This is an optimization exercise on Yosys and OpenROAD, whose aim is a short achievable clock period and few clock cycles, not a production implementation. In this exercise RTL edits were held to simulation tests only and were not proved equivalent to the original. Power figures rest on the tool's default switching activity, not on a simulated workload.

File: flow/run.sh
#!/bin/bash
# synth_recipe.tcl (not shown) runs the flow's synth.tcl, then flattens the netlist and writes it again
# the make line also repeats each setting of config.mk as NAME=value (left out here)
make -C /OpenROAD-flow-scripts/flow DESIGN_CONFIG=/design/flow/config.mk WORK_HOME=/design/flow/orfs CLKGATE_MAP_FILE= SYNTH_SCRIPT=/design/flow/synth_recipe.tcl finish
File: flow/config.mk
export PLATFORM = sky130hd
export DESIGN_NAME = MIPS
export DESIGN_NICKNAME = MIPS
export VERILOG_FILES = /design/flow/design.v
export SDC_FILE = /design/flow/constraint.sdc
export NUM_CORES = 4
export LEC_CHECK = 0
export CAP_MARGIN = 20
export CORE_MARGIN = 2
export CORE_UTILIZATION = 40
export SLEW_MARGIN = 20
File: flow/constraint.sdc
create_clock -name core_clock -period 14.0 [get_ports {clock}]
set_input_delay 2.8000 -clock core_clock [delete_from_list [all_inputs] [get_ports {clock}]]
set_output_delay 2.8000 -clock core_clock [all_outputs]
set_load 0.01 [all_outputs]
File: flow/design.v
module alu(
			rega,
			regb,
			control,
			out_alu,
			cout,
			equal,
			zero,
			overflow
			);
parameter DATA_WIDTH = 16;
parameter OP_SIZE = 4;
localparam SHIFT_BITS = (DATA_WIDTH==32) ? 5 : 4;
    input 		[DATA_WIDTH-1:0] rega;
    input 		[DATA_WIDTH-1:0] regb;
	input 		[OP_SIZE-1:0] 	control;
    output reg 	[DATA_WIDTH-1:0]	out_alu;
    output reg 					cout;
	output reg 					zero;
	output reg					equal;
	output reg                  overflow;
	reg 		[DATA_WIDTH:0]	pre_out;
always @(rega or regb or control)
begin
	equal = (rega == regb) ? 1'b1 : 1'b0;
	overflow = 1'b0;
	pre_out = {1'b0, {DATA_WIDTH{1'b0}}};
	case (control)
		4'd0  : begin
					pre_out = ({1'b0, rega} + {1'b0, regb});
					overflow = (~(rega[DATA_WIDTH-1] ^ regb[DATA_WIDTH-1])) & (pre_out[DATA_WIDTH-1] ^ rega[DATA_WIDTH-1]);
				end
		4'd1  : begin
					pre_out = ({1'b0, rega} - {1'b0, regb});
					overflow = ((rega[DATA_WIDTH-1] ^ regb[DATA_WIDTH-1])) & (pre_out[DATA_WIDTH-1] ^ rega[DATA_WIDTH-1]);
				end
		4'd2  : pre_out = {1'b0, (rega & regb)};
		4'd3   : pre_out = {1'b0, (rega | regb)};
		4'd4  : pre_out = {1'b0, (rega ^ regb)};
		4'd5 : pre_out = {1'b0, (rega << regb[SHIFT_BITS-1:0])};
		4'd6 : pre_out = {1'b0, (rega >> regb[SHIFT_BITS-1:0])};
		4'd7  : pre_out = {1'b0, ({ {DATA_WIDTH-1{1'b0}}, ($signed(rega) < $signed(regb)) } )};
		4'd8  : pre_out = {1'b0, ~(rega | regb)};
		4'd9 : pre_out = {1'b0, ({ {DATA_WIDTH-1{1'b0}}, (rega < regb) } )};
		4'd10  : pre_out = {1'b0, (rega << regb[SHIFT_BITS-1:0])};
		4'd11 : pre_out = {1'b0, {DATA_WIDTH{1'b0}}};
		4'd12 : pre_out = {1'b0, $signed(rega) >>> regb[SHIFT_BITS-1:0]};
		4'd13 : begin
					pre_out = ({1'b0, rega} - {1'b0, regb});
					overflow = 1'b0;
				end
		4'd14 : begin
					pre_out = ({1'b0, rega} + {1'b0, regb});
					overflow = 1'b0;
				end
		4'd15  : pre_out = {1'b0, (rega >> regb[SHIFT_BITS-1:0])};
		default: begin
					pre_out = {1'b0, {DATA_WIDTH{1'b0}}};
					overflow = 1'b0;
				end
	endcase
end
always @(pre_out)
begin
		out_alu = pre_out[DATA_WIDTH-1:0];
		cout = pre_out[DATA_WIDTH];
		if (out_alu == {DATA_WIDTH{1'b0}})
			zero = 1'b1;
		else
			zero = 1'b0;
end		
endmodule
module regfile (
	clk, 
	w_data, 
	w_ena, 
	r1_data, 
	r2_data, 
	w_addr, 
	r1_addr, 
	r2_addr
	);
parameter MEM_WIDTH = 16;
parameter MEM_DEPTH = 31;
parameter ADDR_WIDTH = 5;  
input clk;
input w_ena;
input [MEM_WIDTH-1:0] w_data;
input [ADDR_WIDTH-1:0] w_addr, r1_addr;
input [ADDR_WIDTH-1:0] r2_addr;
output [MEM_WIDTH-1:0]r1_data;
output [MEM_WIDTH-1:0]r2_data;
reg [MEM_WIDTH-1:0]MEM[0:MEM_DEPTH];
assign r1_data = (r1_addr == 5'd0) ? {MEM_WIDTH{1'b0}} : MEM[r1_addr];
assign r2_data = (r2_addr == 5'd0) ? {MEM_WIDTH{1'b0}} : MEM[r2_addr];
always @(posedge clk)
begin
	if (w_ena)
		begin
			MEM[w_addr] <= w_data;
		end
end
endmodule
module decoder_mips (
						opcode,
						funct,
                        sa,
						rt_code,
						equalrsrt,
						rsmaior,
						rsmrt,
						rsneg,
						outsaida,
						ctrol,
						rt,
						slt_mux,
						zero_ext,
						jr_ctrl,
                        shift_imm,
                        shift_var,
                        shamt_ext,
                        jal
					);
input	[5:0]	opcode;
input	[5:0]	funct;  
input   [4:0]   sa;
input   [4:0]   rt_code;  
input           equalrsrt;
input           rsmaior;
input           rsmrt;  
input           rsneg;  
output	[7:0]	ctrol;  
output	[3:0]	outsaida;
output reg [31:0] rt;  
output reg slt_mux;  
output reg zero_ext;  
output reg jr_ctrl;  
output          shift_imm;
output          shift_var;
output [31:0]   shamt_ext;
output          jal;
reg jorf;
reg ctrl;
reg addorn;
reg rori;
reg instype;
reg reoral;
reg ref_w_ena;
reg d_mem_wena;
reg [3:0] outsaida_reg;
assign ctrol = {jorf, ctrl, addorn, rori, instype, reoral, ref_w_ena, d_mem_wena};
assign outsaida = outsaida_reg;
assign shift_imm = (opcode == 6'b000000) && ((funct == 6'b000000) || (funct == 6'b000010) || (funct == 6'b000011));
assign shift_var = (opcode == 6'b000000) && ((funct == 6'b000100) || (funct == 6'b000110) || (funct == 6'b000111));
assign shamt_ext = {27'd0, sa};
assign jal = (opcode == 6'b000011);
parameter ADD  = 4'd0;
parameter SUB  = 4'd1;
parameter AND  = 4'd2;
parameter OR   = 4'd3;
parameter XOR  = 4'd4;
parameter SLLV = 4'd5;
parameter SRLV = 4'd6;
parameter SLT  = 4'd7;
parameter NOR  = 4'd8;
parameter SLTU = 4'd9;
parameter SLL  = 4'd10;
parameter COMP = 4'd11;
parameter SRAV = 4'd12;
parameter SUBU = 4'd13;
parameter ADDU = 4'd14;
parameter SRL  = 4'd15;
parameter ADDI = 3'b000;
parameter ADDIU = 3'b001;
parameter SLTI = 3'b010;
parameter SLTIU = 3'b011;
parameter ANDI = 3'b100;
parameter ORI = 3'b101;
parameter XORI = 3'b110;
parameter LUI = 3'b111;
parameter BEQ = 2'b00;
parameter BNE = 2'b01;
parameter BLEZ = 2'b10;
parameter BGTZ = 2'b11;
always @(opcode or funct or rt_code or equalrsrt or rsmaior or rsmrt or rsneg)
begin
	rt = 32'd0;
    slt_mux = 1'b0;
    zero_ext = 1'b0;
    jr_ctrl = 1'b0;
	if(opcode[5] == 1'b1)
			begin
				if (opcode[3] == 1'b1)
					begin
						jorf = 1'b0;
						ctrl = 1'b0;
						addorn = 1'b0;
						rori = 1'b0;
						outsaida_reg = ADD;
						instype = 1'b0;
						reoral = 1'b0;
						ref_w_ena = 1'b0;
						d_mem_wena = 1'b1;
                        zero_ext = 1'b0;
					end
				else
					begin
						jorf = 1'b0;
						ctrl = 1'b0;
						addorn = 1'b0;
						rori = 1'b0;
						outsaida_reg = ADD;
						instype = 1'b1;
						reoral = 1'b0;
						ref_w_ena = 1'b1;
						d_mem_wena = 1'b0;
                        zero_ext = 1'b0;
					end
			end
	else
		begin
			if(opcode[3] == 1'b1)
				begin
					case(opcode[2:0])
						ADDI :	begin
									jorf = 1'b0;
									ctrl = 1'b0;
									addorn = 1'b0;
									rori = 1'b0;
									outsaida_reg = ADD;
									instype = 1'b1;
									reoral = 1'b1;
									ref_w_ena = 1'b1;
                                    slt_mux = 1'b0;
									d_mem_wena = 1'b0;
                                    zero_ext = 1'b0;
								end
						ADDIU : begin
									jorf = 1'b0;
									ctrl = 1'b0;
									addorn = 1'b0;
									rori = 1'b0;
									outsaida_reg = ADDU;
									instype = 1'b1;
									reoral = 1'b1;
									ref_w_ena = 1'b1;
                                    slt_mux = 1'b0;
									d_mem_wena = 1'b0;
                                    zero_ext = 1'b0;
								end
						ANDI :	begin
									jorf = 1'b0;
									ctrl = 1'b0;
									addorn = 1'b0;
									rori = 1'b0;
									outsaida_reg = AND;
									instype = 1'b1;
									reoral = 1'b1;
									ref_w_ena = 1'b1;
                                    slt_mux = 1'b0;
									d_mem_wena = 1'b0;
                                    zero_ext = 1'b1;
								end
						ORI : 	begin
									jorf = 1'b0;
									ctrl = 1'b0;
									addorn = 1'b0;
									rori = 1'b0;
									outsaida_reg = OR;
									instype = 1'b1;
									reoral = 1'b1;
									ref_w_ena = 1'b1;
                                    slt_mux = 1'b0;
									d_mem_wena = 1'b0;
                                    zero_ext = 1'b1;
								end
						XORI : 	begin
									jorf = 1'b0;
									ctrl = 1'b0;
									addorn = 1'b0;
									rori = 1'b0;
									outsaida_reg = XOR;
									instype = 1'b1;
									reoral = 1'b1;
									ref_w_ena = 1'b1;
                                    slt_mux = 1'b0;
									d_mem_wena = 1'b0;
                                    zero_ext = 1'b1;
								end
						LUI : 	begin
									jorf = 1'b0;
									ctrl = 1'b0;
									addorn = 1'b0;
									rori = 1'b0;
									outsaida_reg = ADD;
									instype = 1'b1;
									reoral = 1'b1;
									ref_w_ena = 1'b1;
                                    slt_mux = 1'b0;
									d_mem_wena = 1'b0;
                                    zero_ext = 1'b0;
								end
						SLTI : 	begin
									if (rsmaior == 1'b0)
									rt = 32'd1;
									else
									rt = 32'd0;
									jorf = 1'b0;
									ctrl = 1'b0;
									addorn = 1'b0;
									rori = 1'b0;
									outsaida_reg = 0;
									instype = 1'b1;
									reoral = 1'b1;  
									ref_w_ena = 1'b1;
                                    slt_mux = 1'b1;
									d_mem_wena = 1'b0;
                                    zero_ext = 1'b0;
								end
						SLTIU : begin
									if (rsmaior == 1'b0)
									rt = 32'd1;
									else
									rt = 32'd0;
									jorf = 1'b0;
									ctrl = 1'b0;
									addorn = 1'b0;
									rori = 1'b0;
									outsaida_reg = 0;
									instype = 1'b1;
									reoral = 1'b1;  
									ref_w_ena = 1'b1;
                                    slt_mux = 1'b1;
									d_mem_wena = 1'b0;
                                    zero_ext = 1'b0;
								end
					endcase
				end
			else if (opcode[2] == 1'b1)
				begin
					case(opcode[1:0])
						BEQ :	begin  
									rori = 1'b1;  
									outsaida_reg = COMP;  
									instype = 1'b1;
									reoral = 1'b1;  
									ref_w_ena = 1'b0;
									d_mem_wena = 1'b0;
                                    zero_ext = 1'b0;
								if (equalrsrt == 1'b1)
									begin
										addorn = 1'b0;
										ctrl = 1'b0;
										jorf = 1'b1;
									end
								else
									begin
										addorn = 1'b0;
										ctrl = 1'b0;
										jorf = 1'b0;
									end
								end
						BNE :	begin  
									rori = 1'b1;  
									outsaida_reg = COMP;  
									instype = 1'b1;
									reoral = 1'b1;  
									ref_w_ena = 1'b0;
									d_mem_wena = 1'b0;
                                    zero_ext = 1'b0;
								if (equalrsrt == 1'b0)
									begin
										addorn = 1'b0;
										ctrl = 1'b0;
										jorf = 1'b1;
									end
								else
									begin
										addorn = 1'b0;
										ctrl = 1'b0;
										jorf = 1'b0;
									end
								end
						BGTZ :	begin  
									rori = 1'b1;  
									outsaida_reg = COMP;  
									instype = 1'b1;
									reoral = 1'b1;  
									ref_w_ena = 1'b0;
									d_mem_wena = 1'b0;
                                    zero_ext = 1'b0;
								if (!equalrsrt && !rsneg)
									begin
										addorn = 1'b0;
										ctrl = 1'b0;
										jorf = 1'b1;
									end
								else
									begin
										addorn = 1'b0;
										ctrl = 1'b0;
										jorf = 1'b0;
									end
								end
						BLEZ : 	begin  
									rori = 1'b1;  
									outsaida_reg = COMP;  
									instype = 1'b1;
									reoral = 1'b1;  
									ref_w_ena = 1'b0;
									d_mem_wena = 1'b0;
                                    zero_ext = 1'b0;
								if (equalrsrt || rsneg)
									begin
										addorn = 1'b0;
										ctrl = 1'b0;
										jorf = 1'b1;
									end
								else
									begin
										addorn = 1'b0;
										ctrl = 1'b0;
										jorf = 1'b0;
									end
								end
					endcase
				end
			else if (opcode == 6'b000001)
				begin
					rori = 1'b1;
					outsaida_reg = COMP;
					instype = 1'b1;
					reoral = 1'b1;
					ref_w_ena = 1'b0;
					d_mem_wena = 1'b0;
                    zero_ext = 1'b0;
					addorn = 1'b0;
					ctrl = 1'b0;
					if (rt_code == 5'b00000)  
						begin
							if (rsneg)
								jorf = 1'b1;
							else
								jorf = 1'b0;
						end
					else  
						begin
							if (!rsneg)
								jorf = 1'b1;
							else
								jorf = 1'b0;
						end
				end
			else if (opcode[1:0] == 2'b0)
				begin
					if (funct == 6'b001000)
						begin
						jorf = 1'b1;
						ctrl = 1'b0;
						addorn = 1'b0;
						rori = 1'b0;
						outsaida_reg = 0;
						instype = 1'b0;
						reoral = 1'b0;
						ref_w_ena = 1'b0;
						d_mem_wena = 1'b0;
                        zero_ext = 1'b0;
                        jr_ctrl = 1'b1;
						end
					else if (funct == 6'b001001)
						begin
						jorf = 1'b1;
						ctrl = 1'b0;
						addorn = 1'b0;
						rori = 1'b0;
						outsaida_reg = 0;
						instype = 1'b0;
						reoral = 1'b0;
						ref_w_ena = 1'b0;
						d_mem_wena = 1'b0;
                        zero_ext = 1'b0;
                        jr_ctrl = 1'b1;
						end
					else if (funct == 6'b000000 || funct == 6'b000010 || funct == 6'b000011 || 
                             funct == 6'b000100 || funct == 6'b000110 || funct == 6'b000111)
						begin
							jorf = 1'b0;
							ctrl = 1'b0;
							addorn = 1'b1;
							rori = 1'b1;  
							if (funct == 6'b000000)      outsaida_reg = SLL;
							else if (funct == 6'b000010) outsaida_reg = SRL;
							else if (funct == 6'b000011) outsaida_reg = SRAV;
							else if (funct == 6'b000100) outsaida_reg = SLLV;
							else if (funct == 6'b000110) outsaida_reg = SRLV;
							else                         outsaida_reg = SRAV;
							instype = 1'b0;
							reoral = 1'b1;
							ref_w_ena = 1'b1;
							d_mem_wena = 1'b0;
                            zero_ext = 1'b0;
						end
					else
					begin
					if (funct == 6'b101010)
						begin
							jorf = 1'b0;
							ctrl = 1'b0;
							addorn = 1'b1;
							rori = 1'b1;
							outsaida_reg = SLT;
							instype = 1'b0;
							reoral = 1'b1;
							ref_w_ena = 1'b1;
                            slt_mux = 1'b0;
							d_mem_wena = 1'b0;
                            zero_ext = 1'b0;
						end
					else if (funct == 6'b101011)
						begin
							jorf = 1'b0;
							ctrl = 1'b0;
							addorn = 1'b1;
							rori = 1'b1;
							outsaida_reg = SLTU;
							instype = 1'b0;
							reoral = 1'b1;
							ref_w_ena = 1'b1;
                            slt_mux = 1'b0;
							d_mem_wena = 1'b0;
                            zero_ext = 1'b0;
						end
					else
					case (funct)
						6'b100000: 	begin  
									jorf = 1'b0;
									ctrl = 1'b0;
									addorn = 1'b1;
									rori = 1'b1;
									outsaida_reg = ADD;
									instype = 1'b0;
									reoral = 1'b1;
									ref_w_ena = 1'b1;
                                    slt_mux = 1'b0;
									d_mem_wena = 1'b0;
                                    zero_ext = 1'b0;
								end
						6'b100001:	begin  
									jorf = 1'b0;
									ctrl = 1'b0;
									addorn = 1'b1;
									rori = 1'b1;
									outsaida_reg = ADDU;
									instype = 1'b0;
									reoral = 1'b1;
									ref_w_ena = 1'b1;
                                    slt_mux = 1'b0;
									d_mem_wena = 1'b0;
                                    zero_ext = 1'b0;
								end
						6'b100010:	begin  
									jorf = 1'b0;
									ctrl = 1'b0;
									addorn = 1'b1;
									rori = 1'b1;
									outsaida_reg = SUB;
									instype = 1'b0;
									reoral = 1'b1;
									ref_w_ena = 1'b1;
                                    slt_mux = 1'b0;
									d_mem_wena = 1'b0;
                                    zero_ext = 1'b0;
								end
						6'b100011:	begin  
									jorf = 1'b0;
									ctrl = 1'b0;
									addorn = 1'b1;
									rori = 1'b1;
									outsaida_reg = SUBU;
									instype = 1'b0;
									reoral = 1'b1;
									ref_w_ena = 1'b1;
                                    slt_mux = 1'b0;
									d_mem_wena = 1'b0;
                                    zero_ext = 1'b0;
								end
						6'b100100:	begin  
									jorf = 1'b0;
									ctrl = 1'b0;
									addorn = 1'b1;
									rori = 1'b1;
									outsaida_reg = AND;
									instype = 1'b0;
									reoral = 1'b1;
									ref_w_ena = 1'b1;
                                    slt_mux = 1'b0;
									d_mem_wena = 1'b0;
                                    zero_ext = 1'b0;
								end
						6'b100101:	begin  
									jorf = 1'b0;
									ctrl = 1'b0;
									addorn = 1'b1;
									rori = 1'b1;
									outsaida_reg = OR;
									instype = 1'b0;
									reoral = 1'b1;
									ref_w_ena = 1'b1;
                                    slt_mux = 1'b0;
									d_mem_wena = 1'b0;
                                    zero_ext = 1'b0;
								end
						6'b100110:	begin  
									jorf = 1'b0;
									ctrl = 1'b0;
									addorn = 1'b1;
									rori = 1'b1;
									outsaida_reg = XOR;
									instype = 1'b0;
									reoral = 1'b1;
									ref_w_ena = 1'b1;
                                    slt_mux = 1'b0;
									d_mem_wena = 1'b0;
                                    zero_ext = 1'b0;
								end
						6'b100111:	begin  
									jorf = 1'b0;
									ctrl = 1'b0;
									addorn = 1'b1;
									rori = 1'b1;
									outsaida_reg = NOR;
									instype = 1'b0;
									reoral = 1'b1;
									ref_w_ena = 1'b1;
                                    slt_mux = 1'b0;
									d_mem_wena = 1'b0;
                                    zero_ext = 1'b0;
								end
						default: begin
									jorf = 1'b0;
									ctrl = 1'b0;
									addorn = 1'b1;
									rori = 1'b1;
									outsaida_reg = ADD;
									instype = 1'b0;
									reoral = 1'b1;
									ref_w_ena = 1'b1;
                                    slt_mux = 1'b0;
									d_mem_wena = 1'b0;
                                    zero_ext = 1'b0;
								end
					endcase
				end
			end
			else if (opcode[0] == 1'b1)
				begin
					jorf = 1'b1;
					ctrl = 1'b1;
					addorn = 1'b0;
					rori = 1'b0;
					outsaida_reg = 0;
					instype = 1'b0;
					reoral = 1'b0;
					ref_w_ena = 1'b0;
					d_mem_wena = 1'b0;
                    zero_ext = 1'b0;
				end
			else
				begin
					jorf = 1'b1;
					ctrl = 1'b1;
					addorn = 1'b0;
					rori = 1'b0;
					outsaida_reg = 0;
					instype = 1'b0;
					reoral = 1'b0;
					ref_w_ena = 1'b0;
					d_mem_wena = 1'b0;
                    zero_ext = 1'b0;
				end
		end
end
endmodule
module MIPS (
			clock,
			reset,
			imem_addr,
			imem_data,
			dmem_addr,
			dmem_wdata,
			dmem_we,
			dmem_rdata
			);
input clock;  
input reset;  
output [31:0] imem_addr;
input  [31:0] imem_data;
output [31:0] dmem_addr;
output [31:0] dmem_wdata;
output        dmem_we;
input  [31:0] dmem_rdata;
reg [31:0]program_counter;
reg [31:0]new_pc;
wire [31:0]instruction;
wire [31:0]sign_exted;
wire [31:0]rs_data;
wire [31:0]rt_data;
wire [31:0]regstb;
wire [31:0]rega_in;
wire [31:0]alu_out;
wire [31:0]readmem;
reg [31:0]writeback;
wire [31:0]writeback_comb;
wire [4:0]dest;
wire [31:0]new_jump_pc;
wire [31:0]imorsigex;
wire [0:0]zero_ext;
wire jr_ctrl;
wire rsneg;
wire [7:0] ctrol_bus;
wire [3:0] aluop;
wire [31:0] uc_data;
wire slt_mux;
wire jorf, ctrl, addorn, rori, instype, reoral, ref_w_ena, d_mem_wena;
assign {jorf, ctrl, addorn, rori, instype, reoral, ref_w_ena, d_mem_wena} = ctrol_bus;
reg equalrsrt;
reg rsmaior, rsmrt;
reg [31:0] np_jump;
wire [31:0] pc_jump;
wire alu_cout, alu_equal, alu_zero;
wire alu_overflow;
always @(posedge clock or negedge reset)
begin
	if(!reset)
		program_counter <= 32'd0;
	else
		program_counter <= np_jump;
end
assign imem_addr = program_counter;
assign instruction = imem_data;
always @(program_counter)
begin
	new_pc = program_counter + 32'd1;
end
always @(jorf, pc_jump, new_pc)
begin
	np_jump = jorf ? pc_jump : new_pc;
end
regfile #(.MEM_WIDTH(32)) REG_FILE (
				  .clk(clock), 
				  .w_data(writeback_comb),  
				  .w_ena(ref_w_ena_final), 
				  .r1_data(rs_data), 
				  .r2_data(rt_data), 
				  .w_addr(dest),
				  .r1_addr(instruction[25:21]), 
				  .r2_addr(instruction[20:16])
				);
assign sign_exted = (instruction[31:26] == 6'b001111) ? {instruction[15:0], 16'd0} :  
                    (zero_ext ? {16'd0, instruction[15:0]} 
                              : { {16{instruction[15]}}, instruction[15:0] }); 
decoder_mips INSTR_DEC (
						.opcode(instruction[31:26]),
						.funct(instruction[5:0]),
                        .sa(instruction[10:6]),
						.rt_code(instruction[20:16]),
						.equalrsrt(equalrsrt),
						.rsmaior(rsmaior),
						.rsmrt(rsmrt),
						.rsneg(rsneg),
						.outsaida(aluop),
						.ctrol(ctrol_bus),
						.rt(uc_data),
						.slt_mux(slt_mux),
						.zero_ext(zero_ext),
						.jr_ctrl(jr_ctrl),
                        .shift_imm(is_shift_special_imm),
                        .shift_var(is_shift_special_var),
                        .shamt_ext(shamt_ext),
                        .jal(jal)
						);
assign pc_jump = ctrl ? { {6'd0},instruction[25:0]} : (jr_ctrl ? rs_data : new_jump_pc);
wire is_shift_special_imm;
wire is_shift_special_var;
wire [31:0] shamt_ext;
assign regstb = is_shift_special_imm ? shamt_ext :
                (is_shift_special_var ? rs_data :
                 (rori ? rt_data : sign_exted));
assign rega_in = (is_shift_special_imm || is_shift_special_var) ? rt_data : rs_data;
alu #(.DATA_WIDTH(32)) ALU (
		  .rega(rega_in),
		  .regb(regstb),
		  .control(aluop),
		  .out_alu(alu_out),
		  .cout(alu_cout),
		  .equal(alu_equal),
		  .zero(alu_zero),
          .overflow(alu_overflow)
		);
wire jal;
assign dest = jal ? 5'd31 : (instype ? instruction[20:16] : instruction[15:11]) ;
assign new_jump_pc = addorn ? new_pc : (new_pc + sign_exted) ;
always @(rs_data, rt_data)
begin
	if ( rs_data == rt_data )
	equalrsrt = 1'b1;
	else
	equalrsrt = 1'b0;
end
assign rsneg = rs_data[31];
always @(rs_data, sign_exted)
begin
	if ( rs_data < sign_exted )
	rsmaior = 1'b0;
	else
	rsmaior = 1'b1;
end
always @(rs_data, rt_data)
begin
	if (rs_data < rt_data )
	rsmrt = 1'b1;
	else
	rsmrt = 1'b0;
end
assign dmem_addr = alu_out;
assign dmem_wdata = rt_data;
assign dmem_we = d_mem_wena;
assign readmem = dmem_rdata;
assign writeback_comb = jal ? new_pc : (slt_mux ? uc_data : (reoral ? alu_out : readmem));
wire signed_op_add_sub = (instruction[31:26] == 6'b000000) &&
                         ((instruction[5:0] == 6'b100000) || (instruction[5:0] == 6'b100010));
wire signed_op_addi    = (instruction[31:26] == 6'b001000);
wire ovf_trap_active   = (alu_overflow && (signed_op_add_sub || signed_op_addi));
wire ref_w_ena_final   = (ovf_trap_active ? 1'b0 : (ref_w_ena || jal));
always @(posedge clock or negedge reset)
begin
	if(!reset)
		writeback <= 32'd0;
	else
		writeback <= writeback_comb;
end
endmodule
==> results.py <==
metrics = {
    "clocking": {
        "clock-root-buffer": "clkbuf_16",
        "htree_num_levels": 3,
        "post_cts_buffers": 0,
        "clk_path_buf_depth": 3,
        "cts.reportedPaths.clkPinSlew_ps": 60,
        "clock_latency_ps": 770,
        "cts_sinks": 1056,
        "cts_tree": "yes",
        "cts_buffers": 109,
        "postCtsHoldBufs": 0,
        "post_cts_resized": 0,
    },
    "setup_path": {
        "path_cells": "clkbuf_8, buf_4, mux4_2, mux4_2, nand2_1, nand3_1, mux2i_1, inv_1, ha_1, a21o_1, a21oi_1, o221a_2, nand3_1, o21a_1, o211ai_1, a211oi_1, buf_4, nand4_1, o31a_1, o22a_1, clkdlybuf4s50_1",
        "start_kind": "primary input",
        "worstReg2RegStart": "REG_FILE.MEM[5][11]$_DFFE_PP_",
        "critPathTopFamily": "multiplexers",
        "cp_slowest_stage_delay_ps": 980,
        "crit_type": "primary input to output pin",
        "reg2reg_slack_ps": 5250,
        "worst_setup_path_end_kind": "output pin",
        "crit_path_top_delay_cell": "mux2i_1",
        "critPathArrivalTime_ps": 10470,
        "critPathLaunch": "imem_data[16]",
        "crit_fanout": 34,
        "r2r_cells": 24,
        "crit_required_ps": 11200,
        "cp_num_cells": 21,
        "crit_path_end": "dmem_addr[25]",
        "worstReg2RegEnd": "REG_FILE.MEM[20][11]$_DFFE_PP_",
        "path_buf_inv": 5,
    },
    "cells_and_area": {
        "finalNonFillerCells": 7458,
        "regArea_mm2": 0.0316,
        "nFillCells": 14300,
        "synthToLayoutAreaGrowth_pct": 13.9,
        "multiInputGateArea_mm2": 0.0319,
        "fin_util": 0.459,
        "layout-drive-gt1-share": 0.220,
        "final_nets": 5403,
    },
    "sta": {
        "worstMarginPinSlew_ps": 1210,
        "report.final.hold_viol_count": 0,
        "fin_ws_ps": 727,
        "final.min_clock_period_ps": 13270,
        "finalSetupTns_ps": 0,
        "report.final.slew_viol_count": 0,
        "slew_headroom": 0.186,
        "max_freq_ghz": 0.0753,
        "worst_clock_skew_ps": 97.4,
        "layout_worst_path_cycle_share": 0.948,
        "rsz0062_at_grt": "no",
        "setup_viol": 0,
    },
    "drt": {
        "postRouteAntennaNets": 0,
        "wl_um": 275000,
        "drtPass1Iterations": 8,
        "route.met3.wl_um": 32700,
        "viasPerCell": 6.80,
        "wl_per_cell_um": 36.8,
        "drc": 0,
        "wl_met2_um": 119000,
        "vias": 50700,
        "drt_iter0_drc": 7889,
        "routed.top_layer": "met5",
        "met1Wirelength_um": 103000,
    },
    "power": {
        "p_sw_mw": 3.45,
        "swShare": 0.344,
        "p_leak_nw": 26.0,
        "comb_power_share": 0.325,
        "internal_power_mw": 6.57,
        "power_density_mw_per_mm2": 134,
        "peakVddDrop_mv": 0.105,
        "p_seq_frac": 0.381,
        "p_clk_frac": 0.294,
    },
    "worst_hold_path": {
        "whs_path_depth": 2,
        "hp-class": "flip-flop to flip-flop",
    },
    "place": {
        "port_buffers": 162,
        "dpl.cell_count": 7250,
        "dp_slack_ps": 987,
        "gp_congestion": 1.05,
        "dp.final_hpwl_um": 194000,
    },
    "global_routing": {
        "grt-ovfl-total": 0,
        "grt_pass1_wl_um": 380000,
        "grt_use_total": 0.322,
        "grt_max_degree": 87,
        "antenna_found_initial": 12,
        "first_global_vias": 48000,
    },
    "synth": {
        "ys_seq_area_frac": 0.481,
        "synth_top_flop_cell": "edfxtp_1",
        "synth_cell_types": 117,
        "synth.net_count": 5191,
        "syn_avg_cell_area_um2": 13.2,
        "synth-edff-count": 1024,
        "yosys_warnings": 4,
        "async_flop_share": 0.0303,
        "synth-seq-cells": 1056,
        "synthCells": 4975,
        "synthesis.area_mm2": 0.0656,
    },
    "floorplan": {
        "rows": 148,
        "die_h_um": 409,
        "dieArea_mm2": 0.167,
        "core_area_mm2": 0.163,
        "die_x_um": 409,
        "boundaryPins": 163,
        "initial_core_util": 0.403,
    },
    "job": {
        "drv_cap": 0,
    },
    "status": {
        "status": "complete, no violations",
    },
}
synthesized netlist by cell type (36+ instances only):
master    count  area [um^2]
nand4_1      37          231
nand2b_1     36          225
nor3_1       59          295
clkbuf_1    131          492
buf_4        70          526
edfxtp_1   1024        30700
a21oi_1     249         1250
nand2_1     293         1100
o22ai_1      78          488
o21a_1       36          270
nand3_1      98          490
o211ai_1     59          443
a211oi_1     68          510
mux4_2      481        10800
a21o_1       41          308
xnor2_1      77          674
ha_1        147         1840
xor2_1       36          315
a31oi_1      47          294
nor2_1      327         1230
mux2_2       60          676
inv_1       183          687
o21ai_0     179          896
mux2i_1     369         3690
buf_2        98          490
nor2b_1      41          257
a22oi_1      87          653
state kept, by name, indices dropped and copies added, names as in the netlist:
| name | cells |
|---|---|
| REG_FILE.MEM | 1024 |
| program_counter | 32 |
power by group through the flow:
stage	Clock [mW]	Sequential [mW]	Combinational [mW]
floorplan	0	3.87	1.85
global placement	0	3.88	3.12
detailed placement	0	3.88	3.14
CTS	2.96	3.81	3.15
global route	3.08	3.82	3.41
finish	2.94	3.82	3.26
routing by layer:
layer | GRT usage | up-vias
li1 | - | 20400
met1 | 0.432 | 25900
met2 | 0.480 | 3629
met3 | 0.0744 | 758
met4 | 0.181 | 16
met5 | 0 | -
how the worst min path moves through the flow:
stage / from / to / slack [ps]
floorplan: program_counter[0]$_DFF_PN0_ / program_counter[0]$_DFF_PN0_ / 590
detailed placement: program_counter[11]$_DFF_PN0_ / program_counter[11]$_DFF_PN0_ / 630
global placement: program_counter[11]$_DFF_PN0_ / program_counter[11]$_DFF_PN0_ / 630
finish: program_counter[11]$_DFF_PN0_ / program_counter[11]$_DFF_PN0_ / 650
global route: program_counter[11]$_DFF_PN0_ / program_counter[11]$_DFF_PN0_ / 700
CTS: program_counter[11]$_DFF_PN0_ / program_counter[11]$_DFF_PN0_ / 650
cell type report:
class | instances | area share
multi-input combinational | 3383 | 0.427
clock inverter | 84 | 0.0111
sequential | 1056 | 0.422
clock buffer | 119 | 0.0370
tap | 2175 | 0.0364
timing repair buffer | 449 | 0.0566
antenna | 4 | 0.000134
inverter | 188 | 0.00946
cells in the final DEF (no fill, tap or decap), drive strengths merged, types with 22 or more instances in the layout:
cell type and n:
nand4 37, clkinv 64, o22ai 79, o211ai 59
nand3 107, buf 296, or3 22, mux2 62
clkdlybuf4s50 151, clkbuf 121, a21oi 252, a221oi 25
and3 23, ha 147, o21ai 196, a31oi 47
inv 189, mux4 492, mux2i 373, xor2 36
xnor2 77, nor2b 41, a211oi 68, or2 22
nor3 60, nand2 293, nor2 330, a22oi 88
a21o 41, o21a 36, dfrtp 32, nand2b 36
edfxtp 1024
worst reg2reg max path, cell delays in order (launching register included):
cell      delay (ps)
edfxtp_1         390
mux4_1           520
mux4_2           490
a222oi_1         650
nor2_1           230
nand2_1          120
o21ai_0           90
nand2_1           80
o21ai_0          130
ha_1             470
nor2b_1          230
a221o_1          340
a21oi_1          330
nor2_1           100
a211oi_1         390
nor4_1           150
o31ai_2          440
o311ai_1         190
a21o_1           260
a21oi_2          180
nor2_1            80
o32ai_4          880
nand3_2          410
nor2_4           940
buf_4            390
stage by stage:
stage / total power [mW] / hold WS (ps) / area (um^2)
2_1_floorplan: 5.72 / 587 / 65600
6_report: 10.0 / 654 / 74700
5_1_grt: 10.3 / 697 / 74700
3_5_place_dp: 7.02 / 631 / 71100
4_1_cts: 9.92 / 653 / 74700
3_3_place_gp: 7.00 / 633 / 71100
logic make-up after synthesis:
kind of cell | share of synthesized area
DFF | 0.481
muxes | 0.238
buffers and inverters | 0.0408
xor gates and xnor gates | 0.0151
AOI/OAI and AO/OA | 0.119
and+or+nand+nor | 0.0769
adders and majority gates | 0.0291
Testbench counts, summed over its fixed seeds: cycles 25,201.

==> port drivers added, routing unchanged <==
The results above use ideal ports. As a check the final layout listed here was re-extracted and re-timed, cells and wires unchanged. Step 1 assumes that a clkbuf_16 drives the clock port and a buf_2 every other input. Step 2 also shifts input and output timing later by t, the mid clock arrival at the registers, as if the neighbouring blocks saw the same clock. Slacks: no drivers / after step 1 / after step 2; pairs: no drivers / after step 1.
t (ns): 0.798
setup WS [ns]: 0.727 / 0.633 / 0.633
worst hold slack (ns): 0.654 / 0.654 / 0.654
clock arrival spread, ns: 0.098 / 0.097
slew at the worst register clock pin (ns): 0.07 / 0.07
After both steps this run still meets setup and hold. For this run, drivers alone change the setup slack by -0.094 ns; drivers and shift together by -0.094 ns.
